Source: an optimization exercise on an open RTL-to-GDS flow (aim: small area and a short achievable clock period). Production flows keep margins and buffers that such runs may drop. Function not checked in this run: the RTL went through the layout flow alone.

==> design/flow/design.v <==
module multiplicacao_matrizes (
    input clk,
    input signed [199:0] A_in,
    input signed [199:0] B_in,
    input [1:0] matrix_size_in,   
    output reg [199:0] C_out,
    output reg overflow_flag_out
);
    reg [4:0] en;
    always @(*) begin
        case (matrix_size_in)
            2'b00: en = 5'b00011;
            2'b01: en = 5'b00111;
            2'b10: en = 5'b01111;
            default: en = 5'b11111;
        endcase
    end
    reg [199:0] Am, Bm;
    integer r, c;
    always @(*) begin
        for (r = 0; r < 5; r = r + 1)
            for (c = 0; c < 5; c = c + 1) begin
                Am[(r*5+c)*8 +: 8] = A_in[(r*5+c)*8 +: 8] & {8{en[r] & en[c]}};
                Bm[(r*5+c)*8 +: 8] = B_in[(r*5+c)*8 +: 8] & {8{en[r] & en[c]}};
            end
    end
    reg [299:0] Bd;
    integer e, d;
    reg [8:0] bx;
    always @(*) begin
        Bd = 300'd0;
        bx = 9'd0;
        for (e = 0; e < 25; e = e + 1) begin
            bx = {Bm[e*8 +: 8], 1'b0};
            for (d = 0; d < 4; d = d + 1) begin
                Bd[e*12 + d*3 + 0] = bx[2*d+1] ^ bx[2*d];
                Bd[e*12 + d*3 + 1] = (bx[2*d+2] ^ bx[2*d+1]) & ~(bx[2*d+1] ^ bx[2*d]);
                Bd[e*12 + d*3 + 2] = bx[2*d+2];
            end
        end
    end
    reg [199:0] A;
    reg [299:0] B;
    always @(posedge clk) begin
        A <= Am;
        B <= Bd;
    end
    wire [199:0] C;
    wire [24:0] ovf;
    genvar i, j;
    generate
        for (i = 0; i < 5; i = i + 1) begin : row
            for (j = 0; j < 5; j = j + 1) begin : col
                dot5 u (
                    .a0(A[(i*5+0)*8 +: 8]), .a1(A[(i*5+1)*8 +: 8]), .a2(A[(i*5+2)*8 +: 8]),
                    .a3(A[(i*5+3)*8 +: 8]), .a4(A[(i*5+4)*8 +: 8]),
                    .d0(B[(0*5+j)*12 +: 12]), .d1(B[(1*5+j)*12 +: 12]), .d2(B[(2*5+j)*12 +: 12]),
                    .d3(B[(3*5+j)*12 +: 12]), .d4(B[(4*5+j)*12 +: 12]),
                    .c(C[(i*5+j)*8 +: 8]), .ovf(ovf[i*5+j])
                );
            end
        end
    endgenerate
    reg [24:0] ovf_q;
    always @(posedge clk) begin
        C_out <= C;
        ovf_q <= ovf;
    end
    always @(*) overflow_flag_out = |ovf_q;
endmodule
module dot5 (
    input [7:0] a0, a1, a2, a3, a4,
    input [11:0] d0, d1, d2, d3, d4,
    output [7:0] c,    
    output ovf         
);
    wire [8:0] pp0 [0:3];
    wire [8:0] pp1 [0:3];
    wire [8:0] pp2 [0:3];
    wire [8:0] pp3 [0:3];
    wire [8:0] pp4 [0:3];
    wire [3:0] ng0 = {d0[11], d0[8], d0[5], d0[2]};
    wire [3:0] ng1 = {d1[11], d1[8], d1[5], d1[2]};
    wire [3:0] ng2 = {d2[11], d2[8], d2[5], d2[2]};
    wire [3:0] ng3 = {d3[11], d3[8], d3[5], d3[2]};
    wire [3:0] ng4 = {d4[11], d4[8], d4[5], d4[2]};
    genvar g;
    for (g = 0; g < 4; g = g + 1) begin : rows
        assign pp0[g] = (({a0[7], a0} & {9{d0[g*3]}}) | ({a0, 1'b0} & {9{d0[g*3+1]}})) ^ {9{d0[g*3+2]}};
        assign pp1[g] = (({a1[7], a1} & {9{d1[g*3]}}) | ({a1, 1'b0} & {9{d1[g*3+1]}})) ^ {9{d1[g*3+2]}};
        assign pp2[g] = (({a2[7], a2} & {9{d2[g*3]}}) | ({a2, 1'b0} & {9{d2[g*3+1]}})) ^ {9{d2[g*3+2]}};
        assign pp3[g] = (({a3[7], a3} & {9{d3[g*3]}}) | ({a3, 1'b0} & {9{d3[g*3+1]}})) ^ {9{d3[g*3+2]}};
        assign pp4[g] = (({a4[7], a4} & {9{d4[g*3]}}) | ({a4, 1'b0} & {9{d4[g*3+1]}})) ^ {9{d4[g*3+2]}};
    end
    wire p0_0_0 = pp0[0][0];
    wire p0_0_1 = pp0[0][1];
    wire p0_0_2 = pp0[0][2];
    wire p0_0_3 = pp0[0][3];
    wire p0_0_4 = pp0[0][4];
    wire p0_0_5 = pp0[0][5];
    wire p0_0_6 = pp0[0][6];
    wire p0_0_7 = pp0[0][7];
    wire p0_0_8 = ~(pp0[0][8]);
    wire p0_1_0 = pp0[1][0];
    wire p0_1_1 = pp0[1][1];
    wire p0_1_2 = pp0[1][2];
    wire p0_1_3 = pp0[1][3];
    wire p0_1_4 = pp0[1][4];
    wire p0_1_5 = pp0[1][5];
    wire p0_1_6 = pp0[1][6];
    wire p0_1_7 = pp0[1][7];
    wire p0_1_8 = ~(pp0[1][8]);
    wire p0_2_0 = pp0[2][0];
    wire p0_2_1 = pp0[2][1];
    wire p0_2_2 = pp0[2][2];
    wire p0_2_3 = pp0[2][3];
    wire p0_2_4 = pp0[2][4];
    wire p0_2_5 = pp0[2][5];
    wire p0_2_6 = pp0[2][6];
    wire p0_2_7 = pp0[2][7];
    wire p0_2_8 = ~(pp0[2][8]);
    wire p0_3_0 = pp0[3][0];
    wire p0_3_1 = pp0[3][1];
    wire p0_3_2 = pp0[3][2];
    wire p0_3_3 = pp0[3][3];
    wire p0_3_4 = pp0[3][4];
    wire p0_3_5 = pp0[3][5];
    wire p0_3_6 = pp0[3][6];
    wire p0_3_7 = pp0[3][7];
    wire p0_3_8 = ~(pp0[3][8]);
    wire p1_0_0 = pp1[0][0];
    wire p1_0_1 = pp1[0][1];
    wire p1_0_2 = pp1[0][2];
    wire p1_0_3 = pp1[0][3];
    wire p1_0_4 = pp1[0][4];
    wire p1_0_5 = pp1[0][5];
    wire p1_0_6 = pp1[0][6];
    wire p1_0_7 = pp1[0][7];
    wire p1_0_8 = ~(pp1[0][8]);
    wire p1_1_0 = pp1[1][0];
    wire p1_1_1 = pp1[1][1];
    wire p1_1_2 = pp1[1][2];
    wire p1_1_3 = pp1[1][3];
    wire p1_1_4 = pp1[1][4];
    wire p1_1_5 = pp1[1][5];
    wire p1_1_6 = pp1[1][6];
    wire p1_1_7 = pp1[1][7];
    wire p1_1_8 = ~(pp1[1][8]);
    wire p1_2_0 = pp1[2][0];
    wire p1_2_1 = pp1[2][1];
    wire p1_2_2 = pp1[2][2];
    wire p1_2_3 = pp1[2][3];
    wire p1_2_4 = pp1[2][4];
    wire p1_2_5 = pp1[2][5];
    wire p1_2_6 = pp1[2][6];
    wire p1_2_7 = pp1[2][7];
    wire p1_2_8 = ~(pp1[2][8]);
    wire p1_3_0 = pp1[3][0];
    wire p1_3_1 = pp1[3][1];
    wire p1_3_2 = pp1[3][2];
    wire p1_3_3 = pp1[3][3];
    wire p1_3_4 = pp1[3][4];
    wire p1_3_5 = pp1[3][5];
    wire p1_3_6 = pp1[3][6];
    wire p1_3_7 = pp1[3][7];
    wire p1_3_8 = ~(pp1[3][8]);
    wire p2_0_0 = pp2[0][0];
    wire p2_0_1 = pp2[0][1];
    wire p2_0_2 = pp2[0][2];
    wire p2_0_3 = pp2[0][3];
    wire p2_0_4 = pp2[0][4];
    wire p2_0_5 = pp2[0][5];
    wire p2_0_6 = pp2[0][6];
    wire p2_0_7 = pp2[0][7];
    wire p2_0_8 = ~(pp2[0][8]);
    wire p2_1_0 = pp2[1][0];
    wire p2_1_1 = pp2[1][1];
    wire p2_1_2 = pp2[1][2];
    wire p2_1_3 = pp2[1][3];
    wire p2_1_4 = pp2[1][4];
    wire p2_1_5 = pp2[1][5];
    wire p2_1_6 = pp2[1][6];
    wire p2_1_7 = pp2[1][7];
    wire p2_1_8 = ~(pp2[1][8]);
    wire p2_2_0 = pp2[2][0];
    wire p2_2_1 = pp2[2][1];
    wire p2_2_2 = pp2[2][2];
    wire p2_2_3 = pp2[2][3];
    wire p2_2_4 = pp2[2][4];
    wire p2_2_5 = pp2[2][5];
    wire p2_2_6 = pp2[2][6];
    wire p2_2_7 = pp2[2][7];
    wire p2_2_8 = ~(pp2[2][8]);
    wire p2_3_0 = pp2[3][0];
    wire p2_3_1 = pp2[3][1];
    wire p2_3_2 = pp2[3][2];
    wire p2_3_3 = pp2[3][3];
    wire p2_3_4 = pp2[3][4];
    wire p2_3_5 = pp2[3][5];
    wire p2_3_6 = pp2[3][6];
    wire p2_3_7 = pp2[3][7];
    wire p2_3_8 = ~(pp2[3][8]);
    wire p3_0_0 = pp3[0][0];
    wire p3_0_1 = pp3[0][1];
    wire p3_0_2 = pp3[0][2];
    wire p3_0_3 = pp3[0][3];
    wire p3_0_4 = pp3[0][4];
    wire p3_0_5 = pp3[0][5];
    wire p3_0_6 = pp3[0][6];
    wire p3_0_7 = pp3[0][7];
    wire p3_0_8 = ~(pp3[0][8]);
    wire p3_1_0 = pp3[1][0];
    wire p3_1_1 = pp3[1][1];
    wire p3_1_2 = pp3[1][2];
    wire p3_1_3 = pp3[1][3];
    wire p3_1_4 = pp3[1][4];
    wire p3_1_5 = pp3[1][5];
    wire p3_1_6 = pp3[1][6];
    wire p3_1_7 = pp3[1][7];
    wire p3_1_8 = ~(pp3[1][8]);
    wire p3_2_0 = pp3[2][0];
    wire p3_2_1 = pp3[2][1];
    wire p3_2_2 = pp3[2][2];
    wire p3_2_3 = pp3[2][3];
    wire p3_2_4 = pp3[2][4];
    wire p3_2_5 = pp3[2][5];
    wire p3_2_6 = pp3[2][6];
    wire p3_2_7 = pp3[2][7];
    wire p3_2_8 = ~(pp3[2][8]);
    wire p3_3_0 = pp3[3][0];
    wire p3_3_1 = pp3[3][1];
    wire p3_3_2 = pp3[3][2];
    wire p3_3_3 = pp3[3][3];
    wire p3_3_4 = pp3[3][4];
    wire p3_3_5 = pp3[3][5];
    wire p3_3_6 = pp3[3][6];
    wire p3_3_7 = pp3[3][7];
    wire p3_3_8 = ~(pp3[3][8]);
    wire p4_0_0 = pp4[0][0];
    wire p4_0_1 = pp4[0][1];
    wire p4_0_2 = pp4[0][2];
    wire p4_0_3 = pp4[0][3];
    wire p4_0_4 = pp4[0][4];
    wire p4_0_5 = pp4[0][5];
    wire p4_0_6 = pp4[0][6];
    wire p4_0_7 = pp4[0][7];
    wire p4_0_8 = ~(pp4[0][8]);
    wire p4_1_0 = pp4[1][0];
    wire p4_1_1 = pp4[1][1];
    wire p4_1_2 = pp4[1][2];
    wire p4_1_3 = pp4[1][3];
    wire p4_1_4 = pp4[1][4];
    wire p4_1_5 = pp4[1][5];
    wire p4_1_6 = pp4[1][6];
    wire p4_1_7 = pp4[1][7];
    wire p4_1_8 = ~(pp4[1][8]);
    wire p4_2_0 = pp4[2][0];
    wire p4_2_1 = pp4[2][1];
    wire p4_2_2 = pp4[2][2];
    wire p4_2_3 = pp4[2][3];
    wire p4_2_4 = pp4[2][4];
    wire p4_2_5 = pp4[2][5];
    wire p4_2_6 = pp4[2][6];
    wire p4_2_7 = pp4[2][7];
    wire p4_2_8 = ~(pp4[2][8]);
    wire p4_3_0 = pp4[3][0];
    wire p4_3_1 = pp4[3][1];
    wire p4_3_2 = pp4[3][2];
    wire p4_3_3 = pp4[3][3];
    wire p4_3_4 = pp4[3][4];
    wire p4_3_5 = pp4[3][5];
    wire p4_3_6 = pp4[3][6];
    wire p4_3_7 = pp4[3][7];
    wire p4_3_8 = ~(pp4[3][8]);
    wire s0, c0;
    fa f1 (ng0[0], ng1[0], ng2[0], s0, c0);
    wire s1, c1;
    fa f2 (ng3[0], ng4[0], p0_0_0, s1, c1);
    wire s2, c2;
    fa f3 (p1_0_0, p2_0_0, p3_0_0, s2, c2);
    wire s3, c3;
    fa f4 (p4_0_0, s0, s1, s3, c3);
    wire s4, c4;
    fa f5 (p0_0_1, p1_0_1, p2_0_1, s4, c4);
    wire s5, c5;
    fa f6 (p3_0_1, p4_0_1, c0, s5, c5);
    wire s6, c6;
    fa f7 (c1, c2, s4, s6, c6);
    wire s7, c7;
    ha h8 (s5, c3, s7, c7);
    wire s8, c8;
    fa f9 (ng0[1], ng1[1], ng2[1], s8, c8);
    wire s9, c9;
    fa f10 (ng3[1], ng4[1], p0_0_2, s9, c9);
    wire s10, c10;
    fa f11 (p0_1_0, p1_0_2, p1_1_0, s10, c10);
    wire s11, c11;
    fa f12 (p2_0_2, p2_1_0, p3_0_2, s11, c11);
    wire s12, c12;
    fa f13 (p3_1_0, p4_0_2, p4_1_0, s12, c12);
    wire s13, c13;
    fa f14 (s8, c4, s10, s13, c13);
    wire s14, c14;
    fa f15 (s11, s12, s9, s14, c14);
    wire s15, c15;
    fa f16 (c5, c6, s13, s15, c15);
    wire s16, c16;
    ha h17 (s14, c7, s16, c16);
    wire s17, c17;
    fa f18 (p0_0_3, p0_1_1, p1_0_3, s17, c17);
    wire s18, c18;
    fa f19 (p1_1_1, p2_0_3, p2_1_1, s18, c18);
    wire s19, c19;
    fa f20 (p3_0_3, p3_1_1, p4_0_3, s19, c19);
    wire s20, c20;
    fa f21 (p4_1_1, c8, c10, s20, c20);
    wire s21, c21;
    fa f22 (c11, c12, c9, s21, c21);
    wire s22, c22;
    fa f23 (s17, s18, s19, s22, c22);
    wire s23, c23;
    fa f24 (c13, c14, s20, s23, c23);
    wire s24, c24;
    fa f25 (s21, s22, c15, s24, c24);
    wire s25, c25;
    ha h26 (s23, c16, s25, c25);
    wire s26, c26;
    fa f27 (ng0[2], ng1[2], ng2[2], s26, c26);
    wire s27, c27;
    fa f28 (ng3[2], ng4[2], p0_0_4, s27, c27);
    wire s28, c28;
    fa f29 (p0_1_2, p0_2_0, p1_0_4, s28, c28);
    wire s29, c29;
    fa f30 (p1_1_2, p1_2_0, p2_0_4, s29, c29);
    wire s30, c30;
    fa f31 (p2_1_2, p2_2_0, p3_0_4, s30, c30);
    wire s31, c31;
    fa f32 (p3_1_2, p3_2_0, p4_0_4, s31, c31);
    wire s32, c32;
    fa f33 (p4_1_2, p4_2_0, s26, s32, c32);
    wire s33, c33;
    fa f34 (c17, c18, c19, s33, c33);
    wire s34, c34;
    fa f35 (s27, s28, s29, s34, c34);
    wire s35, c35;
    fa f36 (s30, s31, s32, s35, c35);
    wire s36, c36;
    fa f37 (c20, c21, c22, s36, c36);
    wire s37, c37;
    fa f38 (s33, s34, s35, s37, c37);
    wire s38, c38;
    fa f39 (c23, s36, c25, s38, c38);
    wire s39, c39;
    ha h40 (s37, c24, s39, c39);
    wire s40, c40;
    fa f41 (p0_0_5, p0_1_3, p0_2_1, s40, c40);
    wire s41, c41;
    fa f42 (p1_0_5, p1_1_3, p1_2_1, s41, c41);
    wire s42, c42;
    fa f43 (p2_0_5, p2_1_3, p2_2_1, s42, c42);
    wire s43, c43;
    fa f44 (p3_0_5, p3_1_3, p3_2_1, s43, c43);
    wire s44, c44;
    fa f45 (p4_0_5, p4_1_3, p4_2_1, s44, c44);
    wire s45, c45;
    fa f46 (c26, c27, c28, s45, c45);
    wire s46, c46;
    fa f47 (c29, c30, c31, s46, c46);
    wire s47, c47;
    fa f48 (s40, s41, s42, s47, c47);
    wire s48, c48;
    fa f49 (s43, s44, c32, s48, c48);
    wire s49, c49;
    fa f50 (c33, c34, s45, s49, c49);
    wire s50, c50;
    fa f51 (s46, s47, c35, s50, c50);
    wire s51, c51;
    fa f52 (s48, c36, s49, s51, c51);
    wire s52, c52;
    fa f53 (s50, c37, s51, s52, c52);
    wire s53, c53;
    ha h54 (c39, c38, s53, c53);
    wire s54, c54;
    fa f55 (ng0[3], ng1[3], ng2[3], s54, c54);
    wire s55, c55;
    fa f56 (ng3[3], ng4[3], p0_0_6, s55, c55);
    wire s56, c56;
    fa f57 (p0_1_4, p0_2_2, p0_3_0, s56, c56);
    wire s57, c57;
    fa f58 (p1_0_6, p1_1_4, p1_2_2, s57, c57);
    wire s58, c58;
    fa f59 (p1_3_0, p2_0_6, p2_1_4, s58, c58);
    wire s59, c59;
    fa f60 (p2_2_2, p2_3_0, p3_0_6, s59, c59);
    wire s60, c60;
    fa f61 (p3_1_4, p3_2_2, p3_3_0, s60, c60);
    wire s61, c61;
    fa f62 (p4_0_6, p4_1_4, p4_2_2, s61, c61);
    wire s62, c62;
    fa f63 (p4_3_0, s54, c40, s62, c62);
    wire s63, c63;
    fa f64 (c41, c42, c43, s63, c63);
    wire s64, c64;
    fa f65 (c44, s55, s56, s64, c64);
    wire s65, c65;
    fa f66 (s57, s58, s59, s65, c65);
    wire s66, c66;
    fa f67 (s60, s61, c45, s66, c66);
    wire s67, c67;
    fa f68 (c46, c47, s62, s67, c67);
    wire s68, c68;
    fa f69 (s63, s64, s65, s68, c68);
    wire s69, c69;
    fa f70 (c48, s66, c49, s69, c69);
    wire s70, c70;
    fa f71 (s67, s68, c50, s70, c70);
    wire s71, c71;
    fa f72 (c51, s69, s70, s71, c71);
    wire s72, c72;
    ha h73 (c52, c53, s72, c72);
    wire s73 = ~(p0_0_7 ^ p0_1_5);
    wire c73 = p0_0_7 | p0_1_5;
    wire s74, c74;
    fa f75 (p0_2_3, p0_3_1, p1_0_7, s74, c74);
    wire s75, c75;
    fa f76 (p1_1_5, p1_2_3, p1_3_1, s75, c75);
    wire s76, c76;
    fa f77 (p2_0_7, p2_1_5, p2_2_3, s76, c76);
    wire s77, c77;
    fa f78 (p2_3_1, p3_0_7, p3_1_5, s77, c77);
    wire s78, c78;
    fa f79 (p3_2_3, p3_3_1, p4_0_7, s78, c78);
    wire s79, c79;
    fa f80 (p4_1_5, p4_2_3, p4_3_1, s79, c79);
    wire s80, c80;
    fa f81 (c54, s73, c55, s80, c80);
    wire s81, c81;
    fa f82 (c56, c57, c58, s81, c81);
    wire s82, c82;
    fa f83 (c59, c60, c61, s82, c82);
    wire s83, c83;
    fa f84 (s74, s75, s76, s83, c83);
    wire s84, c84;
    fa f85 (s77, s78, s79, s84, c84);
    wire s85, c85;
    fa f86 (c62, c63, c64, s85, c85);
    wire s86, c86;
    fa f87 (c65, s80, s81, s86, c86);
    wire s87, c87;
    fa f88 (s82, s83, s84, s87, c87);
    wire s88, c88;
    fa f89 (c66, c67, c68, s88, c88);
    wire s89, c89;
    fa f90 (s85, s86, s87, s89, c89);
    wire s90, c90;
    fa f91 (c69, s88, s89, s90, c90);
    wire s91, c91;
    fa f92 (c70, s90, c71, s91, c91);
    wire s92 = ~(p0_0_8 ^ p0_1_6);
    wire c92 = p0_0_8 | p0_1_6;
    wire s93, c93;
    fa f94 (p0_2_4, p0_3_2, p1_0_8, s93, c93);
    wire s94, c94;
    fa f95 (p1_1_6, p1_2_4, p1_3_2, s94, c94);
    wire s95, c95;
    fa f96 (p2_0_8, p2_1_6, p2_2_4, s95, c95);
    wire s96, c96;
    fa f97 (p2_3_2, p3_0_8, p3_1_6, s96, c96);
    wire s97, c97;
    fa f98 (p3_2_4, p3_3_2, p4_0_8, s97, c97);
    wire s98, c98;
    fa f99 (p4_1_6, p4_2_4, p4_3_2, s98, c98);
    wire s99, c99;
    fa f100 (c73, s92, c74, s99, c99);
    wire s100, c100;
    fa f101 (c75, c76, c77, s100, c100);
    wire s101, c101;
    fa f102 (c78, c79, s93, s101, c101);
    wire s102, c102;
    fa f103 (s94, s95, s96, s102, c102);
    wire s103, c103;
    fa f104 (s97, s98, c80, s103, c103);
    wire s104, c104;
    fa f105 (c81, c82, c83, s104, c104);
    wire s105, c105;
    fa f106 (c84, s100, s99, s105, c105);
    wire s106, c106;
    fa f107 (s101, s102, s103, s106, c106);
    wire s107, c107;
    fa f108 (c85, c86, c87, s107, c107);
    wire s108, c108;
    fa f109 (s104, s105, c88, s108, c108);
    wire s109, c109;
    fa f110 (s106, c89, s107, s109, c109);
    wire s110, c110;
    fa f111 (s108, c90, s109, s110, c110);
    wire s111 = ~(p0_1_7 ^ p0_2_5);
    wire c111 = p0_1_7 | p0_2_5;
    wire s112, c112;
    fa f113 (p0_3_3, p1_1_7, p1_2_5, s112, c112);
    wire s113, c113;
    fa f114 (p1_3_3, p2_1_7, p2_2_5, s113, c113);
    wire s114, c114;
    fa f115 (p2_3_3, p3_1_7, p3_2_5, s114, c114);
    wire s115, c115;
    fa f116 (p3_3_3, p4_1_7, p4_2_5, s115, c115);
    wire s116, c116;
    fa f117 (p4_3_3, c92, s111, s116, c116);
    wire s117, c117;
    fa f118 (c93, c94, c95, s117, c117);
    wire s118, c118;
    fa f119 (c96, c97, c98, s118, c118);
    wire s119, c119;
    fa f120 (s112, s113, s114, s119, c119);
    wire s120, c120;
    fa f121 (s115, s116, c100, s120, c120);
    wire s121, c121;
    fa f122 (c99, c101, c102, s121, c121);
    wire s122, c122;
    fa f123 (s117, s118, s119, s122, c122);
    wire s123, c123;
    fa f124 (c103, s120, c104, s123, c123);
    wire s124, c124;
    fa f125 (c105, s121, s122, s124, c124);
    wire s125, c125;
    fa f126 (c106, c107, s123, s125, c125);
    wire s126, c126;
    fa f127 (s124, c108, c109, s126, c126);
    wire s127, c127;
    ha h128 (s125, c110, s127, c127);
    wire s128 = ~(p0_1_8 ^ p0_2_6);
    wire c128 = p0_1_8 | p0_2_6;
    wire s129, c129;
    fa f130 (p0_3_4, p1_1_8, p1_2_6, s129, c129);
    wire s130, c130;
    fa f131 (p1_3_4, p2_1_8, p2_2_6, s130, c130);
    wire s131, c131;
    fa f132 (p2_3_4, p3_1_8, p3_2_6, s131, c131);
    wire s132, c132;
    fa f133 (p3_3_4, p4_1_8, p4_2_6, s132, c132);
    wire s133, c133;
    fa f134 (p4_3_4, c111, s128, s133, c133);
    wire s134, c134;
    fa f135 (c112, c113, c114, s134, c134);
    wire s135, c135;
    fa f136 (c115, s129, s130, s135, c135);
    wire s136, c136;
    fa f137 (s131, s132, c116, s136, c136);
    wire s137, c137;
    fa f138 (s133, c117, c118, s137, c137);
    wire s138, c138;
    fa f139 (c119, s134, s135, s138, c138);
    wire s139, c139;
    fa f140 (s136, c120, s137, s139, c139);
    wire s140, c140;
    fa f141 (c121, c122, s138, s140, c140);
    wire s141, c141;
    fa f142 (c123, s139, c124, s141, c141);
    wire s142, c142;
    fa f143 (s140, c125, s141, s142, c142);
    wire s143, c143;
    ha h144 (c126, s142, s143, c143);
    wire s144, c144;
    fa f145 (p0_2_7, p0_3_5, p1_2_7, s144, c144);
    wire s145, c145;
    fa f146 (p1_3_5, p2_2_7, p2_3_5, s145, c145);
    wire s146, c146;
    fa f147 (p3_2_7, p3_3_5, p4_2_7, s146, c146);
    wire s147, c147;
    fa f148 (p4_3_5, c128, c129, s147, c147);
    wire s148, c148;
    fa f149 (c130, c131, c132, s148, c148);
    wire s149, c149;
    fa f150 (s144, s145, s146, s149, c149);
    wire s150, c150;
    fa f151 (c133, c134, c135, s150, c150);
    wire s151, c151;
    fa f152 (s147, s148, s149, s151, c151);
    wire s152, c152;
    fa f153 (c136, c137, c138, s152, c152);
    wire s153, c153;
    fa f154 (s150, s151, c139, s153, c153);
    wire s154, c154;
    fa f155 (c140, s152, s153, s154, c154);
    wire s155, c155;
    fa f156 (c141, s154, c142, s155, c155);
    wire s156 = ~(p0_2_8 ^ p0_3_6);
    wire c156 = p0_2_8 | p0_3_6;
    wire s157, c157;
    fa f158 (p1_2_8, p1_3_6, p2_2_8, s157, c157);
    wire s158, c158;
    fa f159 (p2_3_6, p3_2_8, p3_3_6, s158, c158);
    wire s159, c159;
    fa f160 (p4_2_8, p4_3_6, s156, s159, c159);
    wire s160, c160;
    fa f161 (c144, c145, c146, s160, c160);
    wire s161, c161;
    fa f162 (s157, s158, s159, s161, c161);
    wire s162, c162;
    fa f163 (c147, c148, c149, s162, c162);
    wire s163, c163;
    fa f164 (s160, s161, c150, s163, c163);
    wire s164, c164;
    fa f165 (c151, s162, c152, s164, c164);
    wire s165, c165;
    fa f166 (s163, c153, s164, s165, c165);
    wire s166, c166;
    ha h167 (c154, s165, s166, c166);
    wire s167, c167;
    fa f168 (p0_3_7, p1_3_7, p2_3_7, s167, c167);
    wire s168, c168;
    fa f169 (p3_3_7, p4_3_7, c156, s168, c168);
    wire s169, c169;
    fa f170 (c157, c158, s167, s169, c169);
    wire s170, c170;
    fa f171 (c159, s168, c160, s170, c170);
    wire s171, c171;
    fa f172 (s169, c161, s170, s171, c171);
    wire s172, c172;
    fa f173 (c162, c163, s171, s172, c172);
    wire s173, c173;
    fa f174 (c164, s172, c165, s173, c173);
    wire s174 = ~(p0_3_8 ^ p1_3_8);
    wire c174 = p0_3_8 | p1_3_8;
    wire s175, c175;
    fa f176 (p2_3_8, p3_3_8, p4_3_8, s175, c175);
    wire s176, c176;
    fa f177 (s174, c167, s175, s176, c176);
    wire s177, c177;
    fa f178 (c168, c169, s176, s177, c177);
    wire s178, c178;
    fa f179 (c170, s177, c171, s178, c178);
    wire s179, c179;
    ha h180 (c172, s178, s179, c179);
    wire s180 = c174 ^ c175 ^ c176;
    wire s181 = c177 ^ s180 ^ c178;
    wire [15:0] x = {c179, s179, c166, s166, c143, c127, s126, s110, c72, s71, s52, s39, s25, s15, s6, s2};
    wire [15:0] y = {s181, c173, s173, c155, s155, s143, s127, c91, s91, s72, s53, s38, s24, s16, s7, s3};
    wire [8:0] lo = x[7:0] + y[7:0];
    assign c = {~lo[7], lo[6:0]};
    wire [7:0] z;
    assign z[0] = lo[8] ~^ (x[8] ^ y[8]);
    for (g = 9; g < 16; g = g + 1) begin : zd
        assign z[g-8] = (x[g] ^ y[g]) ~^ (x[g-1] | y[g-1]);
    end
    assign ovf = ~&z;
endmodule
module fa (input a, input b, input c, output s, output co);
    assign s = a ^ b ^ c;
    assign co = (a & b) | (a & c) | (b & c);
endmodule
module ha (input a, input b, output s, output co);
    assign s = a ^ b;
    assign co = a & b;
endmodule
==> design/flow/flow/run.sh <==
#!/bin/bash
# The standard ORFS flow (standard.sh), with the timing repair asked to leave
# a setup margin, so that it works on paths well inside the clock period.
set -euo pipefail
MARGIN=$(cat flow/margin)
bash standard.sh SETUP_SLACK_MARGIN=$MARGIN > flow_make.log 2>&1
==> design/flow/flow/margin <==
12
==> design/flow/standard.sh <==
#!/bin/bash
# synth_recipe.tcl (not shown) runs the flow's synth.tcl, then flattens the netlist and writes it again
# the make line also repeats each setting of config.mk as NAME=value (left out here)
make -C /OpenROAD-flow-scripts/flow DESIGN_CONFIG=/design/flow/config.mk WORK_HOME=/design/flow/orfs CLKGATE_MAP_FILE= SYNTH_SCRIPT=/design/flow/synth_recipe.tcl "${@:-finish}"
==> design/flow/config.mk <==
export PLATFORM = sky130hd
export DESIGN_NAME = multiplicacao_matrizes
export DESIGN_NICKNAME = multiplicacao_matrizes
export VERILOG_FILES = /design/flow/design.v
export SDC_FILE = /design/flow/constraint.sdc
export NUM_CORES = 8
export LEC_CHECK = 0
export CAP_MARGIN = 20
export CORE_MARGIN = 2
export CORE_UTILIZATION = 50
export PLACE_DENSITY = 0.6
export SLEW_MARGIN = 20
export SYNTH_HIERARCHICAL = 1
==> design/flow/constraint.sdc <==
create_clock -name core_clock -period 18.0 [get_ports {clk}]
set_input_delay 3.6000 -clock core_clock [delete_from_list [all_inputs] [get_ports {clk}]]
set_output_delay 3.6000 -clock core_clock [all_outputs]
set_load 0.01 [all_outputs]
==> impl_metrics.yaml <==
clock_network:
  clock_path_buffers: 4
  cts_buffers: 101
  clkSinkCount: 725
  path_clk_slew_ns: 0.10
  htreeDepth: 3
  root_buffer: "clkbuf_16"
  clk_latency_ns: 1.02
  cts_tree: "yes"
place:
  io_buffers: 603
  globalplace.congestion: 1.023
  hpwlAfterDp_um: 649900
  place_area_um2: 209900
drt:
  drc: 0
  wire_per_inst_um: 45.91
  dr_total_vias: 188904
  drt_wl_total_um: 1128000
  detail_route.first_pass.iterations: 17
  dr.first_iter.drc_count: 38100
  vias_per_cell: 7.688
  antenna_left: 1
status:
  violations: "antenna violations"
  status: "failed layout checks"
grt:
  overflow: 0
  grt_max_degree: 76
  grt_pass1_vias: 181250
  grt_use_total: 0.5212
  antenna_found_initial: 143
  grt_pass1_wl_um: 1476000
synth:
  ys_seq_area_frac: 0.07208
  synth_cell_types: 42
  yosys.area.top_type: "fa_1"
  yosysWarningCount: 8
  synth_nets: 24818
  ys_top_cells_by_area: "fa_1, xnor2_1, a22oi_1"
  ys_ff_latch: 725
  syn-instance-count: 19512
  syn_area_per_cell_um2: 10.32
  syn_area_um2: 201400
  synth_top_area_share: 0.4101
setup_path:
  end_kind: "output pin"
  path_max_fanout: 2
  crit_type: "reg2out"
  critPathArrivalTime_ns: 3.22
  cp.required_ns: 14.40
  rr_worst_depth: 16
  cp-start-kind: "register"
timing:
  fin_skew_ns: 0.1273
  slew_viol_final: 0
  rsz0062_at_grt: "true"
  final.period_utilization: 0.3787
  finalCriticalPeriod_ns: 6.817
  fmax_mhz: 146.7
  worst_slew_pin_slew_ns: 1.283
  final-hold-violation-count: 0
  relSlewSlack: 0.1387
  setup_violations: 0
  setup_tns_ns: 0
finish:
  fillCellCount: 34384
  nets: 24248
  final_area_um2: 226500
  drive_gt1_frac: 0.1037
  area_growth_pct: 12.50
floorplanning:
  die_w_um: 638.6
  io_pins: 604
  core-area_um2: 401700
  core.rowCount: 233
  fp.dieH_um: 638.6
  fp.dieArea_um2: 407800
  initial_core_util: 0.5012
hold_path:
  min_delay_path_depth: 4
  worstHoldPathType: "reg2reg"
run:
  maxCapViolations: 0
-- timing repair --
| item | in CTS | in global routing |
|---|---|---|
| gates resized for setup | 732 | 620 |
| setup buffers | 250 | 351 |
| cloned | 2 | 28 |
| pin swaps | 5 | 32 |
| endpoints found under the setup margin | 33 | 28 |
| hold buffers | 0 | 0 |
-- per-layer routing --
metal  GRT usage  routed length (um)  up-vias
met2      0.6831              418100    23501
met5     0.05731                4925        -
met4      0.4533              143000      117
met1      0.5819              349300    93002
met3      0.3192              212700     8030
li1            -                   -    64254
-- final timing paths --
kind                  from           endpoint  slack [ns]
hold reg to reg     A[136]         C_out[136]        1.02
hold / removal      A[136]         C_out[136]        1.02
setup reg to reg    A[100]          ovf_q[11]       11.87
setup / recovery  ovf_q[0]  overflow_flag_out       11.18
-- through the flow --
stage / instances / utilization / worst slack, ns / hold slack [ns]
4_1_cts: 23930 / 0.5460 / 11.46 / 1.029
5_1_grt: 24352 / 0.5625 / 11.45 / 1.033
2_1_floorplan: 19512 / - / 12.72 / 0.9851
3_5_place_dp: 23494 / 0.5226 / 11.11 / 1.021
3_3_place_gp: 23494 / 0.5226 / 11.12 / 1.034
6_report: 24572 / 0.5639 / 11.18 / 1.021
-- synthesized netlist by cell type (all sizes together) --
cell type and number:
nor2 204, a311oi 25, nand2 553, inv 653, and3 100, and2 170, a21oi 111, and4 1
or3b 34, nor4 5, nor3 51, o21ai 537, and2b 2, xor2 739, xnor2 4286, o2111ai 25
a221o 50, a22oi 3500, nand4 26, mux2 1, clkbuf 1642, buf 775, dfxtp 725, nand3b 63
a21boi 27, fa 4125, o41ai 25, nor4b 25, nor2b 151, mux2i 26, nor3b 27, ha 778
a21o 50
-- per-module statistics from Yosys, one instance, submodules excluded --
| module | times used | cells | flops+latches | cell area [um2] |
|---|---|---|---|---|
| fa | 4100 | 1 | 0 | 20.02 |
| dot5 | 25 | 547 | 0 | 3875 |
| multiplicacao_matrizes | 1 | 1487 | 725 | 19280 |
| ha | 250 | 1 | 0 | 12.51 |
-- layout by cell type, fill, tap and decap left out, drive strengths merged, types with 25 or more instances in the layout --
master,netlist,final
or3b,34,34
inv,653,674
mux2i,26,26
nor3,51,51
xor2,739,739
a21o,50,50
xnor2,4286,4286
nand2,553,553
nor2b,151,151
nor2,204,204
o41ai,25,25
dfxtp,725,725
nor4b,25,25
diode,0,262
fa,4125,4125
and2,170,170
buf,775,1085
a21boi,27,27
and3,100,100
a311oi,25,25
a221o,50,50
clkdlybuf4s50,0,602
nor3b,27,27
a22oi,3500,3500
clkbuf,1642,175
ha,778,778
a21oi,111,111
nand4,26,26
clkinv,0,27
o2111ai,25,25
nand3b,63,63
o21ai,537,537
-- kinds of logic (layout without fill, tap and decap cells) --
kind of cell / Yosys count / in the layout / synth area share
buffers and inverters: 3070 / 2581 / 0.05748
and+or+nand+nor: 1412 / 1412 / 0.03592
xor gates and xnor gates: 5025 / 5025 / 0.2186
other: 0 / 262 / 0
DFF: 725 / 725 / 0.07208
AOI/OAI and AO/OA: 4350 / 4350 / 0.1561
adders and majority gates: 4903 / 4903 / 0.4584
muxes: 27 / 27 / 0.001367
-- state kept, by name (all words and copies together), names as in the netlist --
name / cells
B: 300
A: 200
C_out: 200
ovf_q: 25
-- layout make-up --
type / count / area, um2 / share of cell area
well taps: 5287 / 6615 / 0.02920
clock inverters: 64 / 678.2 / 0.002994
inverters: 653 / 2451 / 0.01082
clock buffers: 120 / 2670 / 0.01179
repair buffers: 1744 / 21820 / 0.09633
diodes: 262 / 655.6 / 0.002894
multi-input cells: 15717 / 175700 / 0.7754
flip-flops and latches: 725 / 15980 / 0.07053
-- worst max-delay path: stages (launching register included) --
cell and delay, ns:
dfxtp_2 0.42, nor4_4 0.62, and4_1 0.28, nand4_1 0.52
buf_2 0.36

[what the ideal ports hide]
How much do the figures lean on ideal ports? The routed layout below was timed once more, with nothing changed but the port constraints. Step 1 assumes that a clkbuf_16 drives the clock port and a buf_2 every other input. Step 2 also shifts input and output timing later by t, the mid clock arrival at the registers, as if the neighbouring blocks saw the same clock. Three values: no drivers, after step 1, after step 2; two values: the first two.
shift t [ns]: 1.089
setup slack, ns: 11.183 / 11.055 / 11.377
worst setup path at the end: input to register
worst slew at a driven data input, ns: 0.27
The setup slack of this run moves by -0.128 ns with the drivers and by +0.194 ns with both steps.
